This design comes from an exercise in tuning for small area and a short achievable clock period on the open sky130 flow, not from production work. Function was checked by simulation only, so behaviour that the tests miss may differ from the original. Power figures rest on the tool's default switching activity, not on a simulated workload.

===== flow/design.v =====
module pe (
    input wire clk,
    input wire rst,
    input wire [31:0] a,
    input wire [31:0] b,
    output wire [31:0] c
);
  reg [63:0] st;
  wire [32:0] bx = {b, 1'b0};
  wire [15:0] one, two, neg;
  genvar gi;
  generate
    for (gi = 0; gi < 16; gi = gi + 1) begin : enc
      assign one[gi] = bx[2*gi+1] ^ bx[2*gi];
      assign two[gi] = (bx[2*gi+2] & ~bx[2*gi+1] & ~bx[2*gi]) | (~bx[2*gi+2] & bx[2*gi+1] & bx[2*gi]);
      assign neg[gi] = bx[2*gi+2];
    end
  endgenerate
  wire [31:0] pp0;
  wire x0 = one[0] & a[0];
  wire e0 = neg[0] & ~x0;
  assign pp0[31:1] = ((a[31:1] & {31{one[0]}}) | (a[30:0] & {31{two[0]}})) ^ {31{neg[0]}};
  assign pp0[0] = x0;
  wire [29:0] pp1;
  wire x1 = one[1] & a[0];
  wire e1 = neg[1] & ~x1;
  assign pp1[29:1] = ((a[29:1] & {29{one[1]}}) | (a[28:0] & {29{two[1]}})) ^ {29{neg[1]}};
  assign pp1[0] = x1;
  wire [27:0] pp2;
  wire x2 = one[2] & a[0];
  wire e2 = neg[2] & ~x2;
  assign pp2[27:1] = ((a[27:1] & {27{one[2]}}) | (a[26:0] & {27{two[2]}})) ^ {27{neg[2]}};
  assign pp2[0] = x2;
  wire [25:0] pp3;
  wire x3 = one[3] & a[0];
  wire e3 = neg[3] & ~x3;
  assign pp3[25:1] = ((a[25:1] & {25{one[3]}}) | (a[24:0] & {25{two[3]}})) ^ {25{neg[3]}};
  assign pp3[0] = x3;
  wire [23:0] pp4;
  wire x4 = one[4] & a[0];
  wire e4 = neg[4] & ~x4;
  assign pp4[23:1] = ((a[23:1] & {23{one[4]}}) | (a[22:0] & {23{two[4]}})) ^ {23{neg[4]}};
  assign pp4[0] = x4;
  wire [21:0] pp5;
  wire x5 = one[5] & a[0];
  wire e5 = neg[5] & ~x5;
  assign pp5[21:1] = ((a[21:1] & {21{one[5]}}) | (a[20:0] & {21{two[5]}})) ^ {21{neg[5]}};
  assign pp5[0] = x5;
  wire [19:0] pp6;
  wire x6 = one[6] & a[0];
  wire e6 = neg[6] & ~x6;
  assign pp6[19:1] = ((a[19:1] & {19{one[6]}}) | (a[18:0] & {19{two[6]}})) ^ {19{neg[6]}};
  assign pp6[0] = x6;
  wire [17:0] pp7;
  wire x7 = one[7] & a[0];
  wire e7 = neg[7] & ~x7;
  assign pp7[17:1] = ((a[17:1] & {17{one[7]}}) | (a[16:0] & {17{two[7]}})) ^ {17{neg[7]}};
  assign pp7[0] = x7;
  wire [15:0] pp8;
  wire x8 = one[8] & a[0];
  wire e8 = neg[8] & ~x8;
  assign pp8[15:1] = ((a[15:1] & {15{one[8]}}) | (a[14:0] & {15{two[8]}})) ^ {15{neg[8]}};
  assign pp8[0] = x8;
  wire [13:0] pp9;
  wire x9 = one[9] & a[0];
  wire e9 = neg[9] & ~x9;
  assign pp9[13:1] = ((a[13:1] & {13{one[9]}}) | (a[12:0] & {13{two[9]}})) ^ {13{neg[9]}};
  assign pp9[0] = x9;
  wire [11:0] pp10;
  wire x10 = one[10] & a[0];
  wire e10 = neg[10] & ~x10;
  assign pp10[11:1] = ((a[11:1] & {11{one[10]}}) | (a[10:0] & {11{two[10]}})) ^ {11{neg[10]}};
  assign pp10[0] = x10;
  wire [9:0] pp11;
  wire x11 = one[11] & a[0];
  wire e11 = neg[11] & ~x11;
  assign pp11[9:1] = ((a[9:1] & {9{one[11]}}) | (a[8:0] & {9{two[11]}})) ^ {9{neg[11]}};
  assign pp11[0] = x11;
  wire [7:0] pp12;
  wire x12 = one[12] & a[0];
  wire e12 = neg[12] & ~x12;
  assign pp12[7:1] = ((a[7:1] & {7{one[12]}}) | (a[6:0] & {7{two[12]}})) ^ {7{neg[12]}};
  assign pp12[0] = x12;
  wire [5:0] pp13;
  wire x13 = one[13] & a[0];
  wire e13 = neg[13] & ~x13;
  assign pp13[5:1] = ((a[5:1] & {5{one[13]}}) | (a[4:0] & {5{two[13]}})) ^ {5{neg[13]}};
  assign pp13[0] = x13;
  wire [3:0] pp14;
  wire x14 = one[14] & a[0];
  wire e14 = neg[14] & ~x14;
  assign pp14[3:1] = ((a[3:1] & {3{one[14]}}) | (a[2:0] & {3{two[14]}})) ^ {3{neg[14]}};
  assign pp14[0] = x14;
  wire [1:0] pp15;
  wire x15 = one[15] & a[0];
  wire e15 = neg[15] & ~x15;
  assign pp15[1:1] = ((a[1:1] & {1{one[15]}}) | (a[0:0] & {1{two[15]}})) ^ {1{neg[15]}};
  assign pp15[0] = x15;
  wire s1, k2;
  ha u1 (.a(st[0]), .b(x0), .s(s1), .co(k2));
  wire s3, k4;
  fa u3 (.a(st[1]), .b(e0), .c(pp0[1]), .s(s3), .co(k4));
  wire s5, k6;
  ha u5 (.a(k2), .b(s3), .s(s5), .co(k6));
  wire s7, k8;
  fa u7 (.a(st[2]), .b(pp0[2]), .c(x1), .s(s7), .co(k8));
  wire s9, k10;
  fa u9 (.a(k4), .b(s7), .c(k6), .s(s9), .co(k10));
  wire s11, k12;
  fa u11 (.a(st[3]), .b(e1), .c(pp0[3]), .s(s11), .co(k12));
  wire s13, k14;
  fa u13 (.a(pp1[1]), .b(k8), .c(s11), .s(s13), .co(k14));
  wire s15, k16;
  ha u15 (.a(s13), .b(k10), .s(s15), .co(k16));
  wire s17, k18;
  fa u17 (.a(st[4]), .b(pp0[4]), .c(pp1[2]), .s(s17), .co(k18));
  wire s19, k20;
  fa u19 (.a(x2), .b(k12), .c(s17), .s(s19), .co(k20));
  wire s21, k22;
  fa u21 (.a(k14), .b(s19), .c(k16), .s(s21), .co(k22));
  wire s23, k24;
  fa u23 (.a(st[5]), .b(e2), .c(pp0[5]), .s(s23), .co(k24));
  wire s25, k26;
  fa u25 (.a(pp1[3]), .b(pp2[1]), .c(k18), .s(s25), .co(k26));
  wire s27, k28;
  fa u27 (.a(s23), .b(k20), .c(s25), .s(s27), .co(k28));
  wire s29, k30;
  ha u29 (.a(s27), .b(k22), .s(s29), .co(k30));
  wire s31, k32;
  fa u31 (.a(st[6]), .b(pp0[6]), .c(pp1[4]), .s(s31), .co(k32));
  wire s33, k34;
  fa u33 (.a(pp2[2]), .b(x3), .c(k24), .s(s33), .co(k34));
  wire s35, k36;
  fa u35 (.a(s31), .b(k26), .c(s33), .s(s35), .co(k36));
  wire s37, k38;
  fa u37 (.a(k28), .b(s35), .c(k30), .s(s37), .co(k38));
  wire s39, k40;
  fa u39 (.a(st[7]), .b(st[8]), .c(e3), .s(s39), .co(k40));
  wire s41, k42;
  fa u41 (.a(pp0[7]), .b(pp1[5]), .c(pp2[3]), .s(s41), .co(k42));
  wire s43, k44;
  fa u43 (.a(pp3[1]), .b(s39), .c(k32), .s(s43), .co(k44));
  wire s45, k46;
  fa u45 (.a(s41), .b(k34), .c(s43), .s(s45), .co(k46));
  wire s47, k48;
  ha u47 (.a(k36), .b(s45), .s(s47), .co(k48));
  wire s49, k50;
  fa u49 (.a(st[9]), .b(pp0[8]), .c(pp1[6]), .s(s49), .co(k50));
  wire s51, k52;
  fa u51 (.a(pp2[4]), .b(pp3[2]), .c(x4), .s(s51), .co(k52));
  wire s53, k54;
  fa u53 (.a(k40), .b(k42), .c(s49), .s(s53), .co(k54));
  wire s55, k56;
  fa u55 (.a(s51), .b(k44), .c(s53), .s(s55), .co(k56));
  wire s57, k58;
  fa u57 (.a(k46), .b(s55), .c(k48), .s(s57), .co(k58));
  wire s59, k60;
  fa u59 (.a(st[10]), .b(e4), .c(pp0[9]), .s(s59), .co(k60));
  wire s61, k62;
  fa u61 (.a(pp1[7]), .b(pp2[5]), .c(pp3[3]), .s(s61), .co(k62));
  wire s63, k64;
  fa u63 (.a(pp4[1]), .b(k50), .c(k52), .s(s63), .co(k64));
  wire s65, k66;
  fa u65 (.a(s59), .b(s61), .c(k54), .s(s65), .co(k66));
  wire s67, k68;
  fa u67 (.a(s63), .b(k56), .c(s65), .s(s67), .co(k68));
  wire s69, k70;
  ha u69 (.a(s67), .b(k58), .s(s69), .co(k70));
  wire s71, k72;
  fa u71 (.a(st[11]), .b(st[12]), .c(pp0[10]), .s(s71), .co(k72));
  wire s73, k74;
  fa u73 (.a(pp1[8]), .b(pp2[6]), .c(pp3[4]), .s(s73), .co(k74));
  wire s75, k76;
  fa u75 (.a(pp4[2]), .b(x5), .c(k60), .s(s75), .co(k76));
  wire s77, k78;
  fa u77 (.a(k62), .b(s71), .c(s73), .s(s77), .co(k78));
  wire s79, k80;
  fa u79 (.a(k64), .b(s75), .c(s77), .s(s79), .co(k80));
  wire s81, k82;
  fa u81 (.a(k66), .b(s79), .c(k68), .s(s81), .co(k82));
  wire s83, k84;
  fa u83 (.a(st[13]), .b(st[14]), .c(e5), .s(s83), .co(k84));
  wire s85, k86;
  fa u85 (.a(pp0[11]), .b(pp1[9]), .c(pp2[7]), .s(s85), .co(k86));
  wire s87, k88;
  fa u87 (.a(pp3[5]), .b(pp4[3]), .c(pp5[1]), .s(s87), .co(k88));
  wire s89, k90;
  fa u89 (.a(s83), .b(k72), .c(k74), .s(s89), .co(k90));
  wire s91, k92;
  fa u91 (.a(s85), .b(s87), .c(k76), .s(s91), .co(k92));
  wire s93, k94;
  fa u93 (.a(s89), .b(k78), .c(s91), .s(s93), .co(k94));
  wire s95, k96;
  ha u95 (.a(k80), .b(s93), .s(s95), .co(k96));
  wire s97, k98;
  fa u97 (.a(st[15]), .b(pp0[12]), .c(pp1[10]), .s(s97), .co(k98));
  wire s99, k100;
  fa u99 (.a(pp2[8]), .b(pp3[6]), .c(pp4[4]), .s(s99), .co(k100));
  wire s101, k102;
  fa u101 (.a(pp5[2]), .b(x6), .c(k84), .s(s101), .co(k102));
  wire s103, k104;
  fa u103 (.a(k86), .b(k88), .c(s97), .s(s103), .co(k104));
  wire s105, k106;
  fa u105 (.a(s99), .b(s101), .c(k90), .s(s105), .co(k106));
  wire s107, k108;
  fa u107 (.a(s103), .b(k92), .c(s105), .s(s107), .co(k108));
  wire s109, k110;
  fa u109 (.a(k94), .b(s107), .c(k96), .s(s109), .co(k110));
  wire s111, k112;
  fa u111 (.a(st[16]), .b(st[17]), .c(e6), .s(s111), .co(k112));
  wire s113, k114;
  fa u113 (.a(pp0[13]), .b(pp1[11]), .c(pp2[9]), .s(s113), .co(k114));
  wire s115, k116;
  fa u115 (.a(pp3[7]), .b(pp4[5]), .c(pp5[3]), .s(s115), .co(k116));
  wire s117, k118;
  fa u117 (.a(pp6[1]), .b(s111), .c(k98), .s(s117), .co(k118));
  wire s119, k120;
  fa u119 (.a(k100), .b(s113), .c(s115), .s(s119), .co(k120));
  wire s121, k122;
  fa u121 (.a(k102), .b(k104), .c(s117), .s(s121), .co(k122));
  wire s123, k124;
  fa u123 (.a(s119), .b(k106), .c(s121), .s(s123), .co(k124));
  wire s125, k126;
  ha u125 (.a(k108), .b(s123), .s(s125), .co(k126));
  wire s127, k128;
  fa u127 (.a(st[18]), .b(st[19]), .c(pp0[14]), .s(s127), .co(k128));
  wire s129, k130;
  fa u129 (.a(pp1[12]), .b(pp2[10]), .c(pp3[8]), .s(s129), .co(k130));
  wire s131, k132;
  fa u131 (.a(pp4[6]), .b(pp5[4]), .c(pp6[2]), .s(s131), .co(k132));
  wire s133, k134;
  fa u133 (.a(x7), .b(k112), .c(k114), .s(s133), .co(k134));
  wire s135, k136;
  fa u135 (.a(k116), .b(s127), .c(s129), .s(s135), .co(k136));
  wire s137, k138;
  fa u137 (.a(s131), .b(k118), .c(s133), .s(s137), .co(k138));
  wire s139, k140;
  fa u139 (.a(k120), .b(s135), .c(k122), .s(s139), .co(k140));
  wire s141, k142;
  fa u141 (.a(s137), .b(s139), .c(k124), .s(s141), .co(k142));
  wire s143, k144;
  fa u143 (.a(st[20]), .b(st[21]), .c(e7), .s(s143), .co(k144));
  wire s145, k146;
  fa u145 (.a(pp0[15]), .b(pp1[13]), .c(pp2[11]), .s(s145), .co(k146));
  wire s147, k148;
  fa u147 (.a(pp3[9]), .b(pp4[7]), .c(pp5[5]), .s(s147), .co(k148));
  wire s149, k150;
  fa u149 (.a(pp6[3]), .b(pp7[1]), .c(s143), .s(s149), .co(k150));
  wire s151, k152;
  fa u151 (.a(k128), .b(k130), .c(k132), .s(s151), .co(k152));
  wire s153, k154;
  fa u153 (.a(s145), .b(s147), .c(s149), .s(s153), .co(k154));
  wire s155, k156;
  fa u155 (.a(k134), .b(k136), .c(s151), .s(s155), .co(k156));
  wire s157, k158;
  fa u157 (.a(s153), .b(k138), .c(s155), .s(s157), .co(k158));
  wire s159, k160;
  ha u159 (.a(k140), .b(s157), .s(s159), .co(k160));
  wire s161, k162;
  fa u161 (.a(st[22]), .b(st[23]), .c(pp0[16]), .s(s161), .co(k162));
  wire s163, k164;
  fa u163 (.a(pp1[14]), .b(pp2[12]), .c(pp3[10]), .s(s163), .co(k164));
  wire s165, k166;
  fa u165 (.a(pp4[8]), .b(pp5[6]), .c(pp6[4]), .s(s165), .co(k166));
  wire s167, k168;
  fa u167 (.a(pp7[2]), .b(x8), .c(k144), .s(s167), .co(k168));
  wire s169, k170;
  fa u169 (.a(k146), .b(k148), .c(s161), .s(s169), .co(k170));
  wire s171, k172;
  fa u171 (.a(s163), .b(s165), .c(k150), .s(s171), .co(k172));
  wire s173, k174;
  fa u173 (.a(s167), .b(k152), .c(s169), .s(s173), .co(k174));
  wire s175, k176;
  fa u175 (.a(k154), .b(s171), .c(k156), .s(s175), .co(k176));
  wire s177, k178;
  fa u177 (.a(s173), .b(k158), .c(s175), .s(s177), .co(k178));
  wire s179, k180;
  fa u179 (.a(st[24]), .b(st[25]), .c(e8), .s(s179), .co(k180));
  wire s181, k182;
  fa u181 (.a(pp0[17]), .b(pp1[15]), .c(pp2[13]), .s(s181), .co(k182));
  wire s183, k184;
  fa u183 (.a(pp3[11]), .b(pp4[9]), .c(pp5[7]), .s(s183), .co(k184));
  wire s185, k186;
  fa u185 (.a(pp6[5]), .b(pp7[3]), .c(pp8[1]), .s(s185), .co(k186));
  wire s187, k188;
  fa u187 (.a(s179), .b(k162), .c(k164), .s(s187), .co(k188));
  wire s189, k190;
  fa u189 (.a(k166), .b(s181), .c(s183), .s(s189), .co(k190));
  wire s191, k192;
  fa u191 (.a(s185), .b(k168), .c(k170), .s(s191), .co(k192));
  wire s193, k194;
  fa u193 (.a(s187), .b(s189), .c(k172), .s(s193), .co(k194));
  wire s195, k196;
  fa u195 (.a(k174), .b(s191), .c(s193), .s(s195), .co(k196));
  wire s197, k198;
  ha u197 (.a(k176), .b(s195), .s(s197), .co(k198));
  wire s199, k200;
  fa u199 (.a(st[26]), .b(st[27]), .c(pp0[18]), .s(s199), .co(k200));
  wire s201, k202;
  fa u201 (.a(pp1[16]), .b(pp2[14]), .c(pp3[12]), .s(s201), .co(k202));
  wire s203, k204;
  fa u203 (.a(pp4[10]), .b(pp5[8]), .c(pp6[6]), .s(s203), .co(k204));
  wire s205, k206;
  fa u205 (.a(pp7[4]), .b(pp8[2]), .c(x9), .s(s205), .co(k206));
  wire s207, k208;
  fa u207 (.a(k180), .b(k182), .c(k184), .s(s207), .co(k208));
  wire s209, k210;
  fa u209 (.a(k186), .b(s199), .c(s201), .s(s209), .co(k210));
  wire s211, k212;
  fa u211 (.a(s203), .b(s205), .c(k188), .s(s211), .co(k212));
  wire s213, k214;
  fa u213 (.a(k190), .b(s207), .c(s209), .s(s213), .co(k214));
  wire s215, k216;
  fa u215 (.a(k192), .b(s211), .c(k194), .s(s215), .co(k216));
  wire s217, k218;
  fa u217 (.a(s213), .b(k196), .c(s215), .s(s217), .co(k218));
  wire s219, k220;
  fa u219 (.a(st[28]), .b(st[29]), .c(st[30]), .s(s219), .co(k220));
  wire s221, k222;
  fa u221 (.a(s219), .b(e9), .c(pp0[19]), .s(s221), .co(k222));
  wire s223, k224;
  fa u223 (.a(pp1[17]), .b(pp2[15]), .c(pp3[13]), .s(s223), .co(k224));
  wire s225, k226;
  fa u225 (.a(pp4[11]), .b(pp5[9]), .c(pp6[7]), .s(s225), .co(k226));
  wire s227, k228;
  fa u227 (.a(pp7[5]), .b(pp8[3]), .c(pp9[1]), .s(s227), .co(k228));
  wire s229, k230;
  fa u229 (.a(k200), .b(k202), .c(k204), .s(s229), .co(k230));
  wire s231, k232;
  fa u231 (.a(k206), .b(s221), .c(s223), .s(s231), .co(k232));
  wire s233, k234;
  fa u233 (.a(s225), .b(s227), .c(k208), .s(s233), .co(k234));
  wire s235, k236;
  fa u235 (.a(k210), .b(s229), .c(s231), .s(s235), .co(k236));
  wire s237, k238;
  fa u237 (.a(k212), .b(s233), .c(k214), .s(s237), .co(k238));
  wire s239, k240;
  ha u239 (.a(s235), .b(k216), .s(s239), .co(k240));
  wire s241, k242;
  fa u241 (.a(st[31]), .b(st[32]), .c(k220), .s(s241), .co(k242));
  wire s243, k244;
  fa u243 (.a(s241), .b(pp0[20]), .c(pp1[18]), .s(s243), .co(k244));
  wire s245, k246;
  fa u245 (.a(pp2[16]), .b(pp3[14]), .c(pp4[12]), .s(s245), .co(k246));
  wire s247, k248;
  fa u247 (.a(pp5[10]), .b(pp6[8]), .c(pp7[6]), .s(s247), .co(k248));
  wire s249, k250;
  fa u249 (.a(pp8[4]), .b(pp9[2]), .c(x10), .s(s249), .co(k250));
  wire s251, k252;
  fa u251 (.a(k222), .b(k224), .c(k226), .s(s251), .co(k252));
  wire s253, k254;
  fa u253 (.a(k228), .b(s243), .c(s245), .s(s253), .co(k254));
  wire s255, k256;
  fa u255 (.a(s247), .b(s249), .c(k230), .s(s255), .co(k256));
  wire s257, k258;
  fa u257 (.a(k232), .b(s251), .c(s253), .s(s257), .co(k258));
  wire s259, k260;
  fa u259 (.a(k234), .b(s255), .c(k236), .s(s259), .co(k260));
  wire s261, k262;
  fa u261 (.a(s257), .b(k238), .c(s259), .s(s261), .co(k262));
  wire s263, k264;
  fa u263 (.a(st[33]), .b(st[34]), .c(st[35]), .s(s263), .co(k264));
  wire s265, k266;
  fa u265 (.a(s263), .b(k242), .c(e10), .s(s265), .co(k266));
  wire s267, k268;
  fa u267 (.a(pp0[21]), .b(pp10[1]), .c(pp1[19]), .s(s267), .co(k268));
  wire s269, k270;
  fa u269 (.a(pp2[17]), .b(pp3[15]), .c(pp4[13]), .s(s269), .co(k270));
  wire s271, k272;
  fa u271 (.a(pp5[11]), .b(pp6[9]), .c(pp7[7]), .s(s271), .co(k272));
  wire s273, k274;
  fa u273 (.a(pp8[5]), .b(pp9[3]), .c(s265), .s(s273), .co(k274));
  wire s275, k276;
  fa u275 (.a(k244), .b(k246), .c(k248), .s(s275), .co(k276));
  wire s277, k278;
  fa u277 (.a(k250), .b(s267), .c(s269), .s(s277), .co(k278));
  wire s279, k280;
  fa u279 (.a(s271), .b(s273), .c(k252), .s(s279), .co(k280));
  wire s281, k282;
  fa u281 (.a(k254), .b(s275), .c(s277), .s(s281), .co(k282));
  wire s283, k284;
  fa u283 (.a(k256), .b(s279), .c(k258), .s(s283), .co(k284));
  wire s285, k286;
  ha u285 (.a(s281), .b(k260), .s(s285), .co(k286));
  wire s287, k288;
  fa u287 (.a(st[36]), .b(st[37]), .c(k264), .s(s287), .co(k288));
  wire s289, k290;
  fa u289 (.a(s287), .b(pp0[22]), .c(pp10[2]), .s(s289), .co(k290));
  wire s291, k292;
  fa u291 (.a(pp1[20]), .b(pp2[18]), .c(pp3[16]), .s(s291), .co(k292));
  wire s293, k294;
  fa u293 (.a(pp4[14]), .b(pp5[12]), .c(pp6[10]), .s(s293), .co(k294));
  wire s295, k296;
  fa u295 (.a(pp7[8]), .b(pp8[6]), .c(pp9[4]), .s(s295), .co(k296));
  wire s297, k298;
  fa u297 (.a(x11), .b(k266), .c(k268), .s(s297), .co(k298));
  wire s299, k300;
  fa u299 (.a(k270), .b(k272), .c(s289), .s(s299), .co(k300));
  wire s301, k302;
  fa u301 (.a(s291), .b(s293), .c(s295), .s(s301), .co(k302));
  wire s303, k304;
  fa u303 (.a(k274), .b(k276), .c(s297), .s(s303), .co(k304));
  wire s305, k306;
  fa u305 (.a(k278), .b(s299), .c(s301), .s(s305), .co(k306));
  wire s307, k308;
  fa u307 (.a(k280), .b(s303), .c(k282), .s(s307), .co(k308));
  wire s309, k310;
  fa u309 (.a(s305), .b(k284), .c(s307), .s(s309), .co(k310));
  wire s311, k312;
  fa u311 (.a(st[38]), .b(st[39]), .c(st[40]), .s(s311), .co(k312));
  wire s313, k314;
  fa u313 (.a(s311), .b(k288), .c(e11), .s(s313), .co(k314));
  wire s315, k316;
  fa u315 (.a(pp0[23]), .b(pp10[3]), .c(pp11[1]), .s(s315), .co(k316));
  wire s317, k318;
  fa u317 (.a(pp1[21]), .b(pp2[19]), .c(pp3[17]), .s(s317), .co(k318));
  wire s319, k320;
  fa u319 (.a(pp4[15]), .b(pp5[13]), .c(pp6[11]), .s(s319), .co(k320));
  wire s321, k322;
  fa u321 (.a(pp7[9]), .b(pp8[7]), .c(pp9[5]), .s(s321), .co(k322));
  wire s323, k324;
  fa u323 (.a(s313), .b(k290), .c(k292), .s(s323), .co(k324));
  wire s325, k326;
  fa u325 (.a(k294), .b(k296), .c(s315), .s(s325), .co(k326));
  wire s327, k328;
  fa u327 (.a(s317), .b(s319), .c(s321), .s(s327), .co(k328));
  wire s329, k330;
  fa u329 (.a(k298), .b(k300), .c(s323), .s(s329), .co(k330));
  wire s331, k332;
  fa u331 (.a(k302), .b(s325), .c(s327), .s(s331), .co(k332));
  wire s333, k334;
  fa u333 (.a(k304), .b(s329), .c(k306), .s(s333), .co(k334));
  wire s335, k336;
  ha u335 (.a(s331), .b(k308), .s(s335), .co(k336));
  wire s337, k338;
  fa u337 (.a(st[41]), .b(st[42]), .c(k312), .s(s337), .co(k338));
  wire s339, k340;
  fa u339 (.a(s337), .b(pp0[24]), .c(pp10[4]), .s(s339), .co(k340));
  wire s341, k342;
  fa u341 (.a(pp11[2]), .b(pp1[22]), .c(pp2[20]), .s(s341), .co(k342));
  wire s343, k344;
  fa u343 (.a(pp3[18]), .b(pp4[16]), .c(pp5[14]), .s(s343), .co(k344));
  wire s345, k346;
  fa u345 (.a(pp6[12]), .b(pp7[10]), .c(pp8[8]), .s(s345), .co(k346));
  wire s347, k348;
  fa u347 (.a(pp9[6]), .b(x12), .c(k314), .s(s347), .co(k348));
  wire s349, k350;
  fa u349 (.a(k316), .b(k318), .c(k320), .s(s349), .co(k350));
  wire s351, k352;
  fa u351 (.a(k322), .b(s339), .c(s341), .s(s351), .co(k352));
  wire s353, k354;
  fa u353 (.a(s343), .b(s345), .c(s347), .s(s353), .co(k354));
  wire s355, k356;
  fa u355 (.a(k324), .b(k326), .c(s349), .s(s355), .co(k356));
  wire s357, k358;
  fa u357 (.a(k328), .b(s351), .c(s353), .s(s357), .co(k358));
  wire s359, k360;
  fa u359 (.a(k330), .b(s355), .c(k332), .s(s359), .co(k360));
  wire s361, k362;
  fa u361 (.a(s357), .b(k334), .c(s359), .s(s361), .co(k362));
  wire s363, k364;
  fa u363 (.a(st[43]), .b(st[44]), .c(st[45]), .s(s363), .co(k364));
  wire s365, k366;
  fa u365 (.a(s363), .b(k338), .c(e12), .s(s365), .co(k366));
  wire s367, k368;
  fa u367 (.a(pp0[25]), .b(pp10[5]), .c(pp11[3]), .s(s367), .co(k368));
  wire s369, k370;
  fa u369 (.a(pp12[1]), .b(pp1[23]), .c(pp2[21]), .s(s369), .co(k370));
  wire s371, k372;
  fa u371 (.a(pp3[19]), .b(pp4[17]), .c(pp5[15]), .s(s371), .co(k372));
  wire s373, k374;
  fa u373 (.a(pp6[13]), .b(pp7[11]), .c(pp8[9]), .s(s373), .co(k374));
  wire s375, k376;
  fa u375 (.a(pp9[7]), .b(s365), .c(k340), .s(s375), .co(k376));
  wire s377, k378;
  fa u377 (.a(k342), .b(k344), .c(k346), .s(s377), .co(k378));
  wire s379, k380;
  fa u379 (.a(s367), .b(s369), .c(s371), .s(s379), .co(k380));
  wire s381, k382;
  fa u381 (.a(s373), .b(k348), .c(k350), .s(s381), .co(k382));
  wire s383, k384;
  fa u383 (.a(s375), .b(k352), .c(s377), .s(s383), .co(k384));
  wire s385, k386;
  fa u385 (.a(s379), .b(k354), .c(k356), .s(s385), .co(k386));
  wire s387, k388;
  fa u387 (.a(s381), .b(s383), .c(k358), .s(s387), .co(k388));
  wire s389, k390;
  ha u389 (.a(s385), .b(k360), .s(s389), .co(k390));
  wire s391, k392;
  fa u391 (.a(st[46]), .b(st[47]), .c(st[48]), .s(s391), .co(k392));
  wire s393, k394;
  fa u393 (.a(k364), .b(s391), .c(pp0[26]), .s(s393), .co(k394));
  wire s395, k396;
  fa u395 (.a(pp10[6]), .b(pp11[4]), .c(pp12[2]), .s(s395), .co(k396));
  wire s397, k398;
  fa u397 (.a(pp1[24]), .b(pp2[22]), .c(pp3[20]), .s(s397), .co(k398));
  wire s399, k400;
  fa u399 (.a(pp4[18]), .b(pp5[16]), .c(pp6[14]), .s(s399), .co(k400));
  wire s401, k402;
  fa u401 (.a(pp7[12]), .b(pp8[10]), .c(pp9[8]), .s(s401), .co(k402));
  wire s403, k404;
  fa u403 (.a(x13), .b(k366), .c(k368), .s(s403), .co(k404));
  wire s405, k406;
  fa u405 (.a(k370), .b(k372), .c(k374), .s(s405), .co(k406));
  wire s407, k408;
  fa u407 (.a(s393), .b(s395), .c(s397), .s(s407), .co(k408));
  wire s409, k410;
  fa u409 (.a(s399), .b(s401), .c(k376), .s(s409), .co(k410));
  wire s411, k412;
  fa u411 (.a(k378), .b(s403), .c(s405), .s(s411), .co(k412));
  wire s413, k414;
  fa u413 (.a(k380), .b(s407), .c(k382), .s(s413), .co(k414));
  wire s415, k416;
  fa u415 (.a(s409), .b(k384), .c(s411), .s(s415), .co(k416));
  wire s417, k418;
  fa u417 (.a(k386), .b(s413), .c(s415), .s(s417), .co(k418));
  wire s419, k420;
  fa u419 (.a(st[49]), .b(st[50]), .c(st[51]), .s(s419), .co(k420));
  wire s421, k422;
  fa u421 (.a(k392), .b(s419), .c(e13), .s(s421), .co(k422));
  wire s423, k424;
  fa u423 (.a(pp0[27]), .b(pp10[7]), .c(pp11[5]), .s(s423), .co(k424));
  wire s425, k426;
  fa u425 (.a(pp12[3]), .b(pp13[1]), .c(pp1[25]), .s(s425), .co(k426));
  wire s427, k428;
  fa u427 (.a(pp2[23]), .b(pp3[21]), .c(pp4[19]), .s(s427), .co(k428));
  wire s429, k430;
  fa u429 (.a(pp5[17]), .b(pp6[15]), .c(pp7[13]), .s(s429), .co(k430));
  wire s431, k432;
  fa u431 (.a(pp8[11]), .b(pp9[9]), .c(s421), .s(s431), .co(k432));
  wire s433, k434;
  fa u433 (.a(k394), .b(k396), .c(k398), .s(s433), .co(k434));
  wire s435, k436;
  fa u435 (.a(k400), .b(k402), .c(s423), .s(s435), .co(k436));
  wire s437, k438;
  fa u437 (.a(s425), .b(s427), .c(s429), .s(s437), .co(k438));
  wire s439, k440;
  fa u439 (.a(s431), .b(k404), .c(k406), .s(s439), .co(k440));
  wire s441, k442;
  fa u441 (.a(k408), .b(s433), .c(s435), .s(s441), .co(k442));
  wire s443, k444;
  fa u443 (.a(s437), .b(k410), .c(k412), .s(s443), .co(k444));
  wire s445, k446;
  fa u445 (.a(s439), .b(s441), .c(k414), .s(s445), .co(k446));
  wire s447, k448;
  ha u447 (.a(k416), .b(s443), .s(s447), .co(k448));
  wire s449, k450;
  fa u449 (.a(st[52]), .b(st[53]), .c(st[54]), .s(s449), .co(k450));
  wire s451, k452;
  fa u451 (.a(k420), .b(s449), .c(pp0[28]), .s(s451), .co(k452));
  wire s453, k454;
  fa u453 (.a(pp10[8]), .b(pp11[6]), .c(pp12[4]), .s(s453), .co(k454));
  wire s455, k456;
  fa u455 (.a(pp13[2]), .b(pp1[26]), .c(pp2[24]), .s(s455), .co(k456));
  wire s457, k458;
  fa u457 (.a(pp3[22]), .b(pp4[20]), .c(pp5[18]), .s(s457), .co(k458));
  wire s459, k460;
  fa u459 (.a(pp6[16]), .b(pp7[14]), .c(pp8[12]), .s(s459), .co(k460));
  wire s461, k462;
  fa u461 (.a(pp9[10]), .b(x14), .c(k422), .s(s461), .co(k462));
  wire s463, k464;
  fa u463 (.a(k424), .b(k426), .c(k428), .s(s463), .co(k464));
  wire s465, k466;
  fa u465 (.a(k430), .b(s451), .c(s453), .s(s465), .co(k466));
  wire s467, k468;
  fa u467 (.a(s455), .b(s457), .c(s459), .s(s467), .co(k468));
  wire s469, k470;
  fa u469 (.a(k432), .b(s461), .c(k434), .s(s469), .co(k470));
  wire s471, k472;
  fa u471 (.a(k436), .b(s463), .c(k438), .s(s471), .co(k472));
  wire s473, k474;
  fa u473 (.a(s465), .b(s467), .c(k440), .s(s473), .co(k474));
  wire s475, k476;
  fa u475 (.a(s469), .b(k442), .c(s471), .s(s475), .co(k476));
  wire s477, k478;
  fa u477 (.a(k444), .b(s473), .c(s475), .s(s477), .co(k478));
  wire s479, k480;
  fa u479 (.a(st[55]), .b(st[56]), .c(st[57]), .s(s479), .co(k480));
  wire s481, k482;
  fa u481 (.a(k450), .b(s479), .c(e14), .s(s481), .co(k482));
  wire s483, k484;
  fa u483 (.a(pp0[29]), .b(pp10[9]), .c(pp11[7]), .s(s483), .co(k484));
  wire s485, k486;
  fa u485 (.a(pp12[5]), .b(pp13[3]), .c(pp14[1]), .s(s485), .co(k486));
  wire s487, k488;
  fa u487 (.a(pp1[27]), .b(pp2[25]), .c(pp3[23]), .s(s487), .co(k488));
  wire s489, k490;
  fa u489 (.a(pp4[21]), .b(pp5[19]), .c(pp6[17]), .s(s489), .co(k490));
  wire s491, k492;
  fa u491 (.a(pp7[15]), .b(pp8[13]), .c(pp9[11]), .s(s491), .co(k492));
  wire s493, k494;
  fa u493 (.a(s481), .b(k452), .c(k454), .s(s493), .co(k494));
  wire s495, k496;
  fa u495 (.a(k456), .b(k458), .c(k460), .s(s495), .co(k496));
  wire s497, k498;
  fa u497 (.a(s483), .b(s485), .c(s487), .s(s497), .co(k498));
  wire s499, k500;
  fa u499 (.a(s489), .b(s491), .c(k462), .s(s499), .co(k500));
  wire s501, k502;
  fa u501 (.a(k464), .b(s493), .c(k466), .s(s501), .co(k502));
  wire s503, k504;
  fa u503 (.a(s495), .b(k468), .c(s497), .s(s503), .co(k504));
  wire s505, k506;
  fa u505 (.a(s499), .b(k470), .c(k472), .s(s505), .co(k506));
  wire s507, k508;
  fa u507 (.a(s501), .b(s503), .c(k474), .s(s507), .co(k508));
  wire s509, k510;
  ha u509 (.a(s505), .b(k476), .s(s509), .co(k510));
  wire s511, k512;
  fa u511 (.a(st[58]), .b(st[59]), .c(st[60]), .s(s511), .co(k512));
  wire s513, k514;
  fa u513 (.a(k480), .b(s511), .c(pp0[30]), .s(s513), .co(k514));
  wire s515, k516;
  fa u515 (.a(pp10[10]), .b(pp11[8]), .c(pp12[6]), .s(s515), .co(k516));
  wire s517, k518;
  fa u517 (.a(pp13[4]), .b(pp14[2]), .c(pp1[28]), .s(s517), .co(k518));
  wire s519, k520;
  fa u519 (.a(pp2[26]), .b(pp3[24]), .c(pp4[22]), .s(s519), .co(k520));
  wire s521, k522;
  fa u521 (.a(pp5[20]), .b(pp6[18]), .c(pp7[16]), .s(s521), .co(k522));
  wire s523, k524;
  fa u523 (.a(pp8[14]), .b(pp9[12]), .c(x15), .s(s523), .co(k524));
  wire s525, k526;
  fa u525 (.a(k482), .b(k484), .c(k486), .s(s525), .co(k526));
  wire s527, k528;
  fa u527 (.a(k488), .b(k490), .c(k492), .s(s527), .co(k528));
  wire s529, k530;
  fa u529 (.a(s513), .b(s515), .c(s517), .s(s529), .co(k530));
  wire s531, k532;
  fa u531 (.a(s519), .b(s521), .c(s523), .s(s531), .co(k532));
  wire s533, k534;
  fa u533 (.a(k494), .b(k496), .c(s525), .s(s533), .co(k534));
  wire s535, k536;
  fa u535 (.a(s527), .b(k498), .c(k500), .s(s535), .co(k536));
  wire s537, k538;
  fa u537 (.a(s529), .b(s531), .c(k502), .s(s537), .co(k538));
  wire s539, k540;
  fa u539 (.a(s533), .b(k504), .c(s535), .s(s539), .co(k540));
  wire s541, k542;
  fa u541 (.a(k506), .b(s537), .c(s539), .s(s541), .co(k542));
  wire s543, k544;
  fa u543 (.a(st[61]), .b(st[62]), .c(st[63]), .s(s543), .co(k544));
  wire s545, k546;
  fa u545 (.a(k512), .b(s543), .c(e15), .s(s545), .co(k546));
  wire s547, k548;
  fa u547 (.a(pp0[31]), .b(pp10[11]), .c(pp11[9]), .s(s547), .co(k548));
  wire s549, k550;
  fa u549 (.a(pp12[7]), .b(pp13[5]), .c(pp14[3]), .s(s549), .co(k550));
  wire s551, k552;
  fa u551 (.a(pp15[1]), .b(pp1[29]), .c(pp2[27]), .s(s551), .co(k552));
  wire s553, k554;
  fa u553 (.a(pp3[25]), .b(pp4[23]), .c(pp5[21]), .s(s553), .co(k554));
  wire s555, k556;
  fa u555 (.a(pp6[19]), .b(pp7[17]), .c(pp8[15]), .s(s555), .co(k556));
  wire s557, k558;
  fa u557 (.a(pp9[13]), .b(s545), .c(k514), .s(s557), .co(k558));
  wire s559, k560;
  fa u559 (.a(k516), .b(k518), .c(k520), .s(s559), .co(k560));
  wire s561, k562;
  fa u561 (.a(k522), .b(k524), .c(s547), .s(s561), .co(k562));
  wire s563, k564;
  fa u563 (.a(s549), .b(s551), .c(s553), .s(s563), .co(k564));
  wire s565, k566;
  fa u565 (.a(s555), .b(k526), .c(k528), .s(s565), .co(k566));
  wire s567, k568;
  fa u567 (.a(s557), .b(k530), .c(s559), .s(s567), .co(k568));
  wire s569, k570;
  fa u569 (.a(k532), .b(s561), .c(s563), .s(s569), .co(k570));
  wire s571, k572;
  fa u571 (.a(k534), .b(s565), .c(k536), .s(s571), .co(k572));
  wire s573, k574;
  fa u573 (.a(s567), .b(s569), .c(k538), .s(s573), .co(k574));
  wire s575, k576;
  ha u575 (.a(s571), .b(k540), .s(s575), .co(k576));
  wire [63:0] nx;
  assign nx[0] = s1;
  assign nx[1] = s5;
  assign nx[2] = s9;
  assign nx[3] = s15;
  assign nx[4] = s21;
  assign nx[5] = s29;
  assign nx[6] = s37;
  assign nx[7] = s47;
  assign nx[8] = k38;
  assign nx[9] = s57;
  assign nx[10] = s69;
  assign nx[11] = k70;
  assign nx[12] = s81;
  assign nx[13] = s95;
  assign nx[14] = k82;
  assign nx[15] = s109;
  assign nx[16] = s125;
  assign nx[17] = k110;
  assign nx[18] = k126;
  assign nx[19] = s141;
  assign nx[20] = k142;
  assign nx[21] = s159;
  assign nx[22] = k160;
  assign nx[23] = s177;
  assign nx[24] = k178;
  assign nx[25] = s197;
  assign nx[26] = k198;
  assign nx[27] = s217;
  assign nx[28] = s237;
  assign nx[29] = s239;
  assign nx[30] = k218;
  assign nx[31] = k240;
  assign nx[32] = s261;
  assign nx[33] = s283;
  assign nx[34] = s285;
  assign nx[35] = k262;
  assign nx[36] = k286;
  assign nx[37] = s309;
  assign nx[38] = s333;
  assign nx[39] = s335;
  assign nx[40] = k310;
  assign nx[41] = k336;
  assign nx[42] = s361;
  assign nx[43] = s387;
  assign nx[44] = s389;
  assign nx[45] = k362;
  assign nx[46] = k388;
  assign nx[47] = k390;
  assign nx[48] = s417;
  assign nx[49] = s445;
  assign nx[50] = s447;
  assign nx[51] = k418;
  assign nx[52] = k446;
  assign nx[53] = k448;
  assign nx[54] = s477;
  assign nx[55] = s507;
  assign nx[56] = s509;
  assign nx[57] = k478;
  assign nx[58] = k508;
  assign nx[59] = k510;
  assign nx[60] = s541;
  assign nx[61] = s573;
  assign nx[62] = s575;
  assign nx[63] = k542;
  always @(posedge clk or posedge rst) begin
    if (rst)
      st <= 64'd0;
    else
      st <= nx;
  end
  assign c[0] = st[0];
  assign c[1] = st[1];
  assign c[2] = st[2];
  assign c[3] = st[3];
  assign c[4] = st[4];
  assign c[5] = st[5];
  assign c[6] = st[6];
  wire s100001, k100002;
  fa u100001 (.a(st[28]), .b(st[29]), .c(st[30]), .s(s100001), .co(k100002));
  wire s100003, k100004;
  fa u100003 (.a(st[31]), .b(st[32]), .c(k100002), .s(s100003), .co(k100004));
  wire s100005, k100006;
  fa u100005 (.a(st[33]), .b(st[34]), .c(st[35]), .s(s100005), .co(k100006));
  wire s100007, k100008;
  fa u100007 (.a(st[36]), .b(st[37]), .c(k100006), .s(s100007), .co(k100008));
  wire s100009, k100010;
  fa u100009 (.a(st[38]), .b(st[39]), .c(st[40]), .s(s100009), .co(k100010));
  wire s100011, k100012;
  fa u100011 (.a(st[41]), .b(st[42]), .c(k100010), .s(s100011), .co(k100012));
  wire s100013, k100014;
  fa u100013 (.a(st[43]), .b(st[44]), .c(st[45]), .s(s100013), .co(k100014));
  wire s100015, k100016;
  fa u100015 (.a(st[46]), .b(st[47]), .c(st[48]), .s(s100015), .co(k100016));
  wire s100017, k100018;
  fa u100017 (.a(st[49]), .b(st[50]), .c(st[51]), .s(s100017), .co(k100018));
  wire s100019, k100020;
  fa u100019 (.a(st[52]), .b(st[53]), .c(st[54]), .s(s100019), .co(k100020));
  wire s100021, k100022;
  fa u100021 (.a(st[55]), .b(st[56]), .c(st[57]), .s(s100021), .co(k100022));
  wire s100023, k100024;
  fa u100023 (.a(st[58]), .b(st[59]), .c(st[60]), .s(s100023), .co(k100024));
  wire s100025, k100026;
  fa u100025 (.a(st[61]), .b(st[62]), .c(st[63]), .s(s100025), .co(k100026));
  wire [24:0] ax = {k100024, k100022, k100020, k100018, k100016, k100014, s100013, s100011, s100009, s100007, s100005, s100003, s100001, st[26], st[24], st[22], st[20], st[18], st[16], st[15], st[13], st[11], st[10], st[9], st[7]};
  wire [24:0] bxx = {s100025, s100023, s100021, s100019, s100017, s100015, k100012, 1'b0, k100008, 1'b0, k100004, 1'b0, 1'b0, st[27], st[25], st[23], st[21], st[19], st[17], 1'b0, st[14], st[12], 1'b0, 1'b0, st[8]};
  wire [24:0] p0 = ax ^ bxx;
  wire [24:0] g0 = ax & bxx;
  wire bg1 = g0[1] | (p0[1] & g0[0]);
  wire bg2 = g0[3] | (p0[3] & g0[2]);
  wire bp2 = p0[3] & p0[2];
  wire bg3 = g0[5] | (p0[5] & g0[4]);
  wire bp3 = p0[5] & p0[4];
  wire bg4 = g0[7] | (p0[7] & g0[6]);
  wire bp4 = p0[7] & p0[6];
  wire bg5 = g0[9] | (p0[9] & g0[8]);
  wire bp5 = p0[9] & p0[8];
  wire bg6 = g0[11] | (p0[11] & g0[10]);
  wire bp6 = p0[11] & p0[10];
  wire bg7 = g0[13] | (p0[13] & g0[12]);
  wire bp7 = p0[13] & p0[12];
  wire bg8 = g0[15] | (p0[15] & g0[14]);
  wire bp8 = p0[15] & p0[14];
  wire bg9 = g0[17] | (p0[17] & g0[16]);
  wire bp9 = p0[17] & p0[16];
  wire bg10 = g0[19] | (p0[19] & g0[18]);
  wire bp10 = p0[19] & p0[18];
  wire bg11 = g0[21] | (p0[21] & g0[20]);
  wire bp11 = p0[21] & p0[20];
  wire bg12 = g0[23] | (p0[23] & g0[22]);
  wire bp12 = p0[23] & p0[22];
  wire bg13 = bg2 | (bp2 & bg1);
  wire bg14 = bg4 | (bp4 & bg3);
  wire bp14 = bp4 & bp3;
  wire bg15 = bg6 | (bp6 & bg5);
  wire bp15 = bp6 & bp5;
  wire bg16 = bg8 | (bp8 & bg7);
  wire bp16 = bp8 & bp7;
  wire bg17 = bg10 | (bp10 & bg9);
  wire bp17 = bp10 & bp9;
  wire bg18 = bg12 | (bp12 & bg11);
  wire bp18 = bp12 & bp11;
  wire bg19 = bg14 | (bp14 & bg13);
  wire bg20 = bg16 | (bp16 & bg15);
  wire bp20 = bp16 & bp15;
  wire bg21 = bg18 | (bp18 & bg17);
  wire bp21 = bp18 & bp17;
  wire bg22 = bg20 | (bp20 & bg19);
  wire bg23 = bg21 | (bp21 & bg22);
  wire bg24 = bg15 | (bp15 & bg19);
  wire bg25 = bg17 | (bp17 & bg22);
  wire bg26 = bg3 | (bp3 & bg13);
  wire bg27 = bg5 | (bp5 & bg19);
  wire bg28 = bg7 | (bp7 & bg24);
  wire bg29 = bg9 | (bp9 & bg22);
  wire bg30 = bg11 | (bp11 & bg25);
  wire bg31 = g0[2] | (p0[2] & bg1);
  wire bg32 = g0[4] | (p0[4] & bg13);
  wire bg33 = g0[6] | (p0[6] & bg26);
  wire bg34 = g0[8] | (p0[8] & bg19);
  wire bg35 = g0[10] | (p0[10] & bg27);
  wire bg36 = g0[12] | (p0[12] & bg24);
  wire bg37 = g0[14] | (p0[14] & bg28);
  wire bg38 = g0[16] | (p0[16] & bg22);
  wire bg39 = g0[18] | (p0[18] & bg29);
  wire bg40 = g0[20] | (p0[20] & bg25);
  wire bg41 = g0[22] | (p0[22] & bg30);
  wire bg42 = g0[24] | (p0[24] & bg23);
  assign c[7] = p0[0];
  assign c[8] = p0[1] ^ g0[0];
  assign c[9] = p0[2] ^ bg1;
  assign c[10] = p0[3] ^ bg31;
  assign c[11] = p0[4] ^ bg13;
  assign c[12] = p0[5] ^ bg32;
  assign c[13] = p0[6] ^ bg26;
  assign c[14] = p0[7] ^ bg33;
  assign c[15] = p0[8] ^ bg19;
  assign c[16] = p0[9] ^ bg34;
  assign c[17] = p0[10] ^ bg27;
  assign c[18] = p0[11] ^ bg35;
  assign c[19] = p0[12] ^ bg24;
  assign c[20] = p0[13] ^ bg36;
  assign c[21] = p0[14] ^ bg28;
  assign c[22] = p0[15] ^ bg37;
  assign c[23] = p0[16] ^ bg22;
  assign c[24] = p0[17] ^ bg38;
  assign c[25] = p0[18] ^ bg29;
  assign c[26] = p0[19] ^ bg39;
  assign c[27] = p0[20] ^ bg25;
  assign c[28] = p0[21] ^ bg40;
  assign c[29] = p0[22] ^ bg30;
  assign c[30] = p0[23] ^ bg41;
  assign c[31] = p0[24] ^ bg23;
endmodule
module fa (
    input wire a,
    input wire b,
    input wire c,
    output wire s,
    output wire co
);
  assign s = a ^ b ^ c;
  assign co = (a & b) | (a & c) | (b & c);
endmodule
module ha (
    input wire a,
    input wire b,
    output wire s,
    output wire co
);
  assign s = a ^ b;
  assign co = a & b;
endmodule

===== flow/flow/run.sh =====
#!/bin/bash
set -euo pipefail
export BUFFER_PORTS_ARGS="-buffer_cell sky130_fd_sc_hd__buf_2"
bash standard.sh > standard.log 2>&1

===== flow/standard.sh =====
#!/bin/bash
# synth_recipe.tcl (not shown) runs the flow's synth.tcl, then flattens the netlist and writes it again
# the make line also repeats each setting of config.mk as NAME=value (left out here)
make -C /OpenROAD-flow-scripts/flow DESIGN_CONFIG=/design/flow/config.mk WORK_HOME=/design/flow/orfs CLKGATE_MAP_FILE= SYNTH_SCRIPT=/design/flow/synth_recipe.tcl "${@:-finish}"

===== flow/config.mk =====
export PLATFORM = sky130hd
export DESIGN_NAME = pe
export DESIGN_NICKNAME = pe
export VERILOG_FILES = /design/flow/design.v
export SDC_FILE = /design/flow/constraint.sdc
export NUM_CORES = 4
export LEC_CHECK = 0
export ABC_AREA = 1
export CAP_MARGIN = 20
export CORE_MARGIN = 2
export CORE_UTILIZATION = 40
export CTS_BUF_LIST = sky130_fd_sc_hd__clkbuf_8
export CTS_CLUSTER_SIZE = 30
export SETUP_SLACK_MARGIN = 3.9
export SLEW_MARGIN = 20
export SYNTH_HIERARCHICAL = 1
export TNS_END_PERCENT = 5

===== flow/constraint.sdc =====
create_clock -name core_clock -period 9.0 [get_ports {clk}]
set_input_delay 1.8000 -clock core_clock [delete_from_list [all_inputs] [get_ports {clk}]]
set_output_delay 1.8000 -clock core_clock [all_outputs]
set_load 0.01 [all_outputs]

==> impl_metrics.csv, run 1 <==
group,metric,value,unit
run_status,status,"no timing/DRC/antenna violations",
critical_path,critPathKind,"input pin to flip-flop",
global_route,grt-ovfl-total,0,
job,drv_cap,0,
synthesis,yosysTopAreaCellShare,42.8,%
critical_path,crit_required,9.27,ns
power,p_per_area,486,mW/mm^2
place,dp_hpwl,29.3,mm
sta,slew_viol_final,0,
synthesis,ys_warn_count,7,
cells_and_area,final_nets,1745,
clock_network,hold_buffers,0,
critical_path,r2r_slack,4.99,ns
cells_and_area,final_common_cell,"fa_1",
global_route,gr-usage-all-layers,24.9,%
sta,finClkSkew,0.0176,ns
clock_network,path_clk_slew,0.09,ns
clock_network,clock_path_buffers,2,
cells_and_area,top_register,"st",
cells_and_area,fillCellCount,3088,
drt,drtAntennaViolNets,0,
power,p_int,3780,uW
place,gp_congestion,0.848,
critical_path,arrival,5.37,ns
power,combPwrFrac,86.2,%
drt,vias,10800,
power,ir_drop,0.427,mV
clock_network,h-tree-depth,3,
power,switchingPower,3870,uW
cells_and_area,largest_reg_flops,64,
critical_path,timing.critical_path.from,"b[5]",
floorplan,die_h,189,um
power,seqPwrFrac,10.4,%
synthesis,synth_seq_area_share,11.7,%
synthesis,syn_nets,1693,
critical_path,reg2reg_depth,8,
drt,routedWlPerCell,25.1,um
floorplan,fp-row-count,67,
floorplan,die-width,189,um
cells_and_area,final_cell_mix,"fa_1 (274), xor2_1 (262), o22ai_1 (243), buf_2 (84), inv_1 (71)",
cells_and_area,finalNonFillerCells,1802,
sta,rsz0062_at_grt,"yes",
critical_path,critPathLaunchType,"input pin",
sta,setup_ws,3.90,ns
global_route,grt_antenna_before_repair,0,
critical_path,rr_startpoint,"st[28]$_DFF_PP0_",
power,clock_power_share,3.4,%
sta,setup_tns,0,ns
critical_path,critPathCaptureType,"flip-flop",
global_route,grt_pass1_vias,11400,
critical_path,worstReg2RegEnd,"st[37]$_DFF_PP0_",
clock_network,cts_buffers,9,
clock_network,cts_num_sinks,64,
place,post-place-ws,1.93,ns
clock_network,insertion_delay,0.39,ns
cells_and_area,antennaDiodeCount,0,
power,switching_share,50.6,%
sta,period_needed,5.10,ns
synthesis,syn-cell-area,0.0137,mm^2
global_route,grt_max_degree,65,
floorplan,initial_utilization,40.8,%
cells_and_area,multi_input_area,0.0115,mm^2
sta,fmax,196,MHz
synthesis,syn-instance-count,1297,
drt,vias_per_cell,6.01,
cells_and_area,biggestRegsByFlops,"st x64",
clock_network,cts_tree,"done",
sta,final.period_utilization,56.7,%
power,power_leakage,0.00662,uW
drt,drtIter0Drc,1656,
sta,relSlewSlack,39.1,%
synthesis,yosys.area.top_type,"fa_1",
floorplan,ioPinCount,98,
critical_path,crit_path_end,"st[54]$_DFF_PP0_",
sta,tightest_slew,0.914,ns
drt,drt_wl_total,45.3,mm
synthesis,synth-seq-cells,64,
floorplan,coreArea,0.0336,mm^2
cells_and_area,areaGrowthSynthToFinish,14.7,%
floorplan,dieArea,0.0358,mm^2
sta,setup_violations,0,
clock_network,root_buffer,"clkbuf_8",
synthesis,synthDistinctLibCells,30,
drt,dr.pass1.iters,8,
sta,hold_viol_final,0,
place,placed_cells,1730,
synthesis,syn_area_per_cell,10.6,um^2
place,io_buffers,97,
cells_and_area,final_layout_size_suffix_gt1_share,21.1,%
drt,drc,0,
worst_hold_path,min_path_type,"flip-flop to flip-flop",
critical_path,cp_max_fo,17,
global_route,grt_pass1_wl,67.6,mm
synthesis,synthTopCellsByArea,"fa_1 (43%), xor2_1 (17%), dfrtp_1 (12%)",
cells_and_area,seq_area,0.00160,mm^2
-- area by class of cell --
class | count | share of cell area, %
repair buffers | 158 | 9.18
multi-input cells | 1023 | 73.4
flip-flops and latches | 64 | 10.2
clock inverters | 6 | 0.278
well taps | 448 | 3.56
inverters | 90 | 2.39
clock buffers | 10 | 0.875
repair inverters | 3 | 0.143
-- power groups by stage --
stage | sequential [uW] | clock, uW | combinational [uW]
floorplan | 765 | 0 | 4480
global placement | 804 | 0 | 6270
detailed placement | 806 | 0 | 6470
CTS | 802 | 261 | 6600
global route | 825 | 271 | 7640
finish | 797 | 258 | 6600
-- worst min-delay path by stage --
stage                         start         endpoint  slack, ns  cells after the start
detailed placement  st[0]$_DFF_PP0_  st[0]$_DFF_PP0_       0.51                      1
finish              st[0]$_DFF_PP0_  st[0]$_DFF_PP0_       0.54                      1
CTS                 st[0]$_DFF_PP0_  st[0]$_DFF_PP0_       0.53                      1
global placement    st[0]$_DFF_PP0_  st[0]$_DFF_PP0_       0.50                      1
global route        st[0]$_DFF_PP0_  st[0]$_DFF_PP0_       0.54                      1
floorplan           st[0]$_DFF_PP0_  st[0]$_DFF_PP0_       0.48                      1
-- cell usage after synthesis, drive strengths merged --
cell type,instances
fa,293
inv,83
o22ai,254
xnor2,4
clkinv,7
nand4,4
clkbuf,30
nor3,1
dfrtp,64
a31o,1
a21o,1
xor2,264
buf,95
nor2,50
o21ai,20
or2,1
a21oi,20
ha,37
and3,1
nand2,63
nand3,4
-- per-module statistics from Yosys (local to each module, per instance) --
module  area (um^2)  cells  flip-flops and latches  copies in the design
pe             7820    996                      64                     1
fa             20.0      1                       0                   284
ha             12.5      1                       0                    17
-- per-layer routing --
| metal | track usage, % | vias to the layer above | share of wire, % | wire length, um |
|---|---|---|---|---|
| met5 | 0 | - | 0 | 0 |
| met2 | 40.4 | 742 | 47 | 21300 |
| met1 | 33.3 | 5553 | 39 | 17600 |
| met4 | 7.96 | 0 | 2.7 | 1230 |
| li1 | - | 4419 | - | - |
| met3 | 5.21 | 115 | 11 | 5070 |
-- metrics by stage --
stage | power, uW | utilization (%) | hold WS (ns) | instance area, um^2
final | 7650 | 46.8 | 0.536 | 15700
after global routing | 8740 | 46.8 | 0.540 | 15700
after CTS | 7660 | 44.5 | 0.528 | 15000
after detailed placement | 7280 | 42.3 | 0.507 | 14200
after global placement | 7080 | 42.3 | 0.502 | 14200
after floorplan | 5250 | - | 0.480 | 13800
-- cell families after synthesis --
group	Yosys count	share of synthesized area (%)
compound gates	296	14.0
buf+inv	215	7.36
xor+xnor	268	17.1
fa+ha+maj	330	46.1
simple gates	124	3.73
flops	64	11.7
-- critical path, stage by stage --
cell and delay (ns):
buf_16 0.15, nand2_2 0.17, nor2_4 0.09, a21oi_2 0.40, o22ai_1 0.15, xor2_1 0.19, fa_1 0.48, fa_1 0.54
fa_1 0.43, fa_1 0.54, fa_1 0.42
-- what timing repair did --
| item | 4_1_cts | 5_1_grt |
|---|---|---|
| endpoints found under the hold margin | 0 | 0 |
| endpoints found under the setup margin | 70 | 30 |
| gates resized for setup | 69 | 97 |
| gates cloned | 3 | 14 |
| pin swaps | 8 | 16 |
| buffers inserted | 21 | 18 |
==> run 2, diff against run 1 <==
--- a/flow/config.mk
+++ b/flow/config.mk
@@ -11,7 +11,7 @@
 export CORE_UTILIZATION = 40
 export CTS_BUF_LIST = sky130_fd_sc_hd__clkbuf_8
 export CTS_CLUSTER_SIZE = 30
-export SETUP_SLACK_MARGIN = 3.9
+export SETUP_SLACK_MARGIN = 4.2
 export SLEW_MARGIN = 20
 export SYNTH_HIERARCHICAL = 1
 export TNS_END_PERCENT = 5
==> run 2 against run 1 <==
- still clean on timing, DRC and antenna
- clock-buffer cell count is 1 lower
- global-route usage increased by 1.4 points
- die area is the same
- non-clock buffer count grew 24
- area after synthesis is the same
- utilization rose by 2.0 points
- critical path depth is 2 lower
- design area increased by 4.2%
- final cell count up 1.5%
- sequential share of layout area fell by 0.41 points
- highest routed layer unchanged
==> impl_metrics.csv, run 2 <==
group,metric,value,unit
global_route,grt_antenna_before_repair,0,
drt,drtAntennaViolNets,0,
synthesis,synth-xor-area-share,17.1,%
sta,fmax,197,MHz
drt,drtIter0Drc,1168,
critical_path,max_stage_delay,0.57,ns
clock_network,path_clk_slew,0.09,ns
synthesis,syn_nets,1693,
critical_path,timing.critical_path.from,"a[23]",
synthesis,synthDistinctLibCells,30,
drt,vias,11100,
sta,relSlewSlack,39.2,%
clock_network,cts_tree,"done",
floorplan,dieArea,0.0358,mm^2
cells_and_area,biggestRegsByFlops,"st x64",
sta,setup_tns,0,ns
synthesis,synthFlopType,"dfrtp_1",
global_route,gr-usage-all-layers,26.2,%
sta,setup_ws,3.93,ns
sta,period_needed,5.07,ns
floorplan,coreArea,0.0336,mm^2
cells_and_area,largest_reg_flops,64,
synthesis,synth.most_common_cell,"fa_1",
critical_path,critPathKind,"input pin to flip-flop",
power,switching_share,49.8,%
place,placed_cells,1731,
clock_network,cts_buffers,9,
clock_network,hold_buffers,0,
cells_and_area,final_cell_mix,"xor2_1 (255), fa_1 (246), o22ai_1 (232), buf_2 (83), inv_1 (70)",
clock_network,clock_path_buffers,2,
synthesis,ys_warn_count,7,
floorplan,initial_utilization,40.8,%
critical_path,worstReg2RegEnd,"st[42]$_DFF_PP0_",
floorplan,fp-row-count,67,
place,gp_congestion,0.866,
sta,rsz0062_at_grt,"yes",
critical_path,cp_max_fo,9,
global_route,grt-ovfl-total,0,
cells_and_area,top_register,"st",
global_route,grt_pass1_vias,11500,
critical_path,crit_path_end,"st[60]$_DFF_PP0_",
power,switchingPower,3860,uW
cells_and_area,fin_area,0.0164,mm^2
cells_and_area,final_nets,1772,
cells_and_area,antennaDiodeCount,0,
synthesis,syn-instance-count,1297,
floorplan,die-width,189,um
power,combPwrFrac,86.3,%
drt,routedWlPerCell,25.9,um
critical_path,slowest_stage,"fa_1",
sta,hold_viol_final,0,
synthesis,synth-seq-cells,64,
critical_path,critPathCaptureType,"flip-flop",
cells_and_area,final_layout_size_suffix_gt1_share,27.0,%
sta,finClkSkew,0.0128,ns
critical_path,critPathLaunchType,"input pin",
sta,tightest_slew,0.911,ns
critical_path,crit_chain,"buf_2 -> clkinv_1 -> o22ai_2 -> xor2_1 -> fa_2 -> fa_2 -> fa_1 -> fa_1 -> fa_2",
clock_network,root_buffer,"clkbuf_8",
global_route,grt_max_degree,65,
floorplan,ioPinCount,98,
sta,final.period_utilization,56.3,%
clock_network,insertion_delay,0.39,ns
power,power_leakage,0.00687,uW
synthesis,yosys-top-cells-count,"fa_1 (293), xor2_1 (264), o22ai_1 (244)",
sta,slew_viol_final,0,
synthesis,syn-cell-area,0.0137,mm^2
synthesis,synth_fa_ha_area_share,46.1,%
synthesis,synth_seq_area_share,11.7,%
synthesis,synth_top_family_by_area,"adder cells",
critical_path,reg2reg_depth,8,
critical_path,rr_startpoint,"st[33]$_DFF_PP0_",
critical_path,arrival,5.39,ns
place,place_area,0.0143,mm^2
power,p_int,3880,uW
power,ir_drop,0.267,mV
global_route,grt_pass1_wl,70.5,mm
place,io_buffers,97,
run_status,status,"no timing/DRC/antenna violations",
synthesis,async_reset_ff_share,100,%
power,clock_power_share,3.5,%
critical_path,crit_required,9.33,ns
clock_network,cts_num_sinks,64,
place,post-place-ws,2.28,ns
power,p_per_area,472,mW/mm^2
power,seqPwrFrac,10.2,%
synthesis,synth-simple-area-share,3.73,%
critical_path,r2r_slack,4.98,ns
drt,vias_per_cell,6.08,
synthesis,synth_edf_count,0,
cells_and_area,final_common_cell,"xor2_1",
job,drv_cap,0,
sta,setup_violations,0,
synthesis,synth.area.mux_share,0,%
clock_network,h-tree-depth,3,
worst_hold_path,min_path_type,"flip-flop to flip-flop",
floorplan,die_h,189,um
place,dp_hpwl,29.4,mm
drt,drc,0,
synthesis,yosysTopAreaCellShare,42.8,%
cells_and_area,areaGrowthSynthToFinish,19.5,%
drt,dr.pass1.iters,7,
synthesis,syn_area_per_cell,10.6,um^2
critical_path,crit_top_cell,"fa_2",
synthesis,yosys.area.top_type,"fa_1",
synthesis,synth_compound_gate_area_share,14.0,%
cells_and_area,finalNonFillerCells,1829,
synthesis,synthTopCellsByArea,"fa_1 (43%), xor2_1 (17%), dfrtp_1 (12%)",
drt,drt_wl_total,47.4,mm
cells_and_area,utilization,48.8,%
-- run 2: changes by cell type in the layout (fill, tap and decap cells not counted), moves of 5 or more --
cell / change
o22ai_1: -11
nor2_1: -5
o22ai_2: +9
xor2_1: -7
xor2_2: +7
fa_2: +28
buf_4: +15
nand2_8: +6
fa_1: -28
nand2_1: -7
buf_6: +5
-- run 2: final cells by class --
cell class,instances,area [um^2]
multi-input combinational,1025,11900
clock buffer,9,124
clock inverter,7,63.8
sequential,64,1600
tap,448,561
timing repair buffer,182,1720
fill,2991,17200
timing repair inverter,4,30.0
inverter,90,380
-- run 2: kinds of logic after synthesis --
group | after synthesis
flip-flops | 64
AO/OA/AOI/OAI | 296
XOR/XNOR | 268
buffers and inverters | 215
AND/OR/NAND/NOR | 124
adder cells (fa/ha/maj) | 330
-- run 2: worst min path at each step --
stage                    startpoint              end  slack (ns)  depth (start not counted)
detailed placement  st[0]$_DFF_PP0_  st[0]$_DFF_PP0_        0.50                          1
global route        st[0]$_DFF_PP0_  st[0]$_DFF_PP0_        0.56                          1
global placement    st[0]$_DFF_PP0_  st[0]$_DFF_PP0_        0.49                          1
CTS                 st[0]$_DFF_PP0_  st[0]$_DFF_PP0_        0.52                          1
finish              st[0]$_DFF_PP0_  st[0]$_DFF_PP0_        0.52                          1
floorplan           st[0]$_DFF_PP0_  st[0]$_DFF_PP0_        0.48                          1
-- run 2: per-module statistics from Yosys, one instance, submodules excluded --
| module | flops+latches | cells inside |
|---|---|---|
| pe | 64 | 996 |
| fa | 0 | 1 |
| ha | 0 | 1 |
-- run 2: per-layer routing --
| layer | share of wire [%] | vias to the layer above | global-route usage, % |
|---|---|---|---|
| met5 | 0 | - | 0 |
| met4 | 4.9 | 0 | 9.92 |
| met3 | 9.8 | 176 | 5.95 |
| met2 | 47 | 776 | 42.1 |
| met1 | 38 | 5700 | 34.7 |
| li1 | - | 4470 | - |
-- run 2: repair_timing --
action                     CTS  global route
buffers inserted            36            25
cloned                      13             8
pin swaps                   32            57
setup endpoints to repair   71            55
gates resized for setup    127           109
-- run 2: worst max-delay path: cells and delay by family --
kind                     cells  cell delay, ns
adder cells (fa/ha/maj)      5            2.42
buffers and inverters        2            0.53
XOR/XNOR                     1            0.31
AO/OA/AOI/OAI                1            0.33
-- run 2: through the flow --
step | hold slack [ns] | power, uW
4_1_cts | 0.521 | 7690
3_3_place_gp | 0.493 | 7030
3_5_place_dp | 0.498 | 7200
2_1_floorplan | 0.480 | 5260
5_1_grt | 0.559 | 8770
6_report | 0.516 | 7740
-- run 2: power groups by stage --
stage	Sequential [uW]	Clock (uW)	Combinational [uW]
2_1_floorplan	765	0	4500
3_3_place_gp	799	0	6230
3_5_place_dp	800	0	6400
4_1_cts	794	279	6620
5_1_grt	820	287	7660
6_report	792	271	6670

[afterwards: timing with drivers on the ports]
Ports are ideal in the flow. The routed layouts listed here were re-timed in OpenROAD.
Step 1, drivers: a clkbuf_16 drives clk and a buf_2 each remaining input, both assumed.
Step 2 moves the port delays by t, midway between the first and last clock arrival at a register: inputs arrive t later, outputs are due t later. That takes back most of the time a late clock gives input paths.
a / b / c = no drivers / after step 1 / after step 2; a / b = the first two.
run | t, ns | setup slack, ns | worst setup path at the end | latest minus earliest clock arrival (ns)
run 1 | 0.432 | 3.898 / 3.841 / 3.409 | input to register | 0.022 / 0.022
run 2 | 0.430 | 3.935 / 3.857 / 3.426 | input to register | 0.018 / 0.019
After both steps every run listed still meets setup and hold. The setup slack of run 2, which loses most, moves by -0.078 ns with the drivers and by -0.509 ns with both steps.
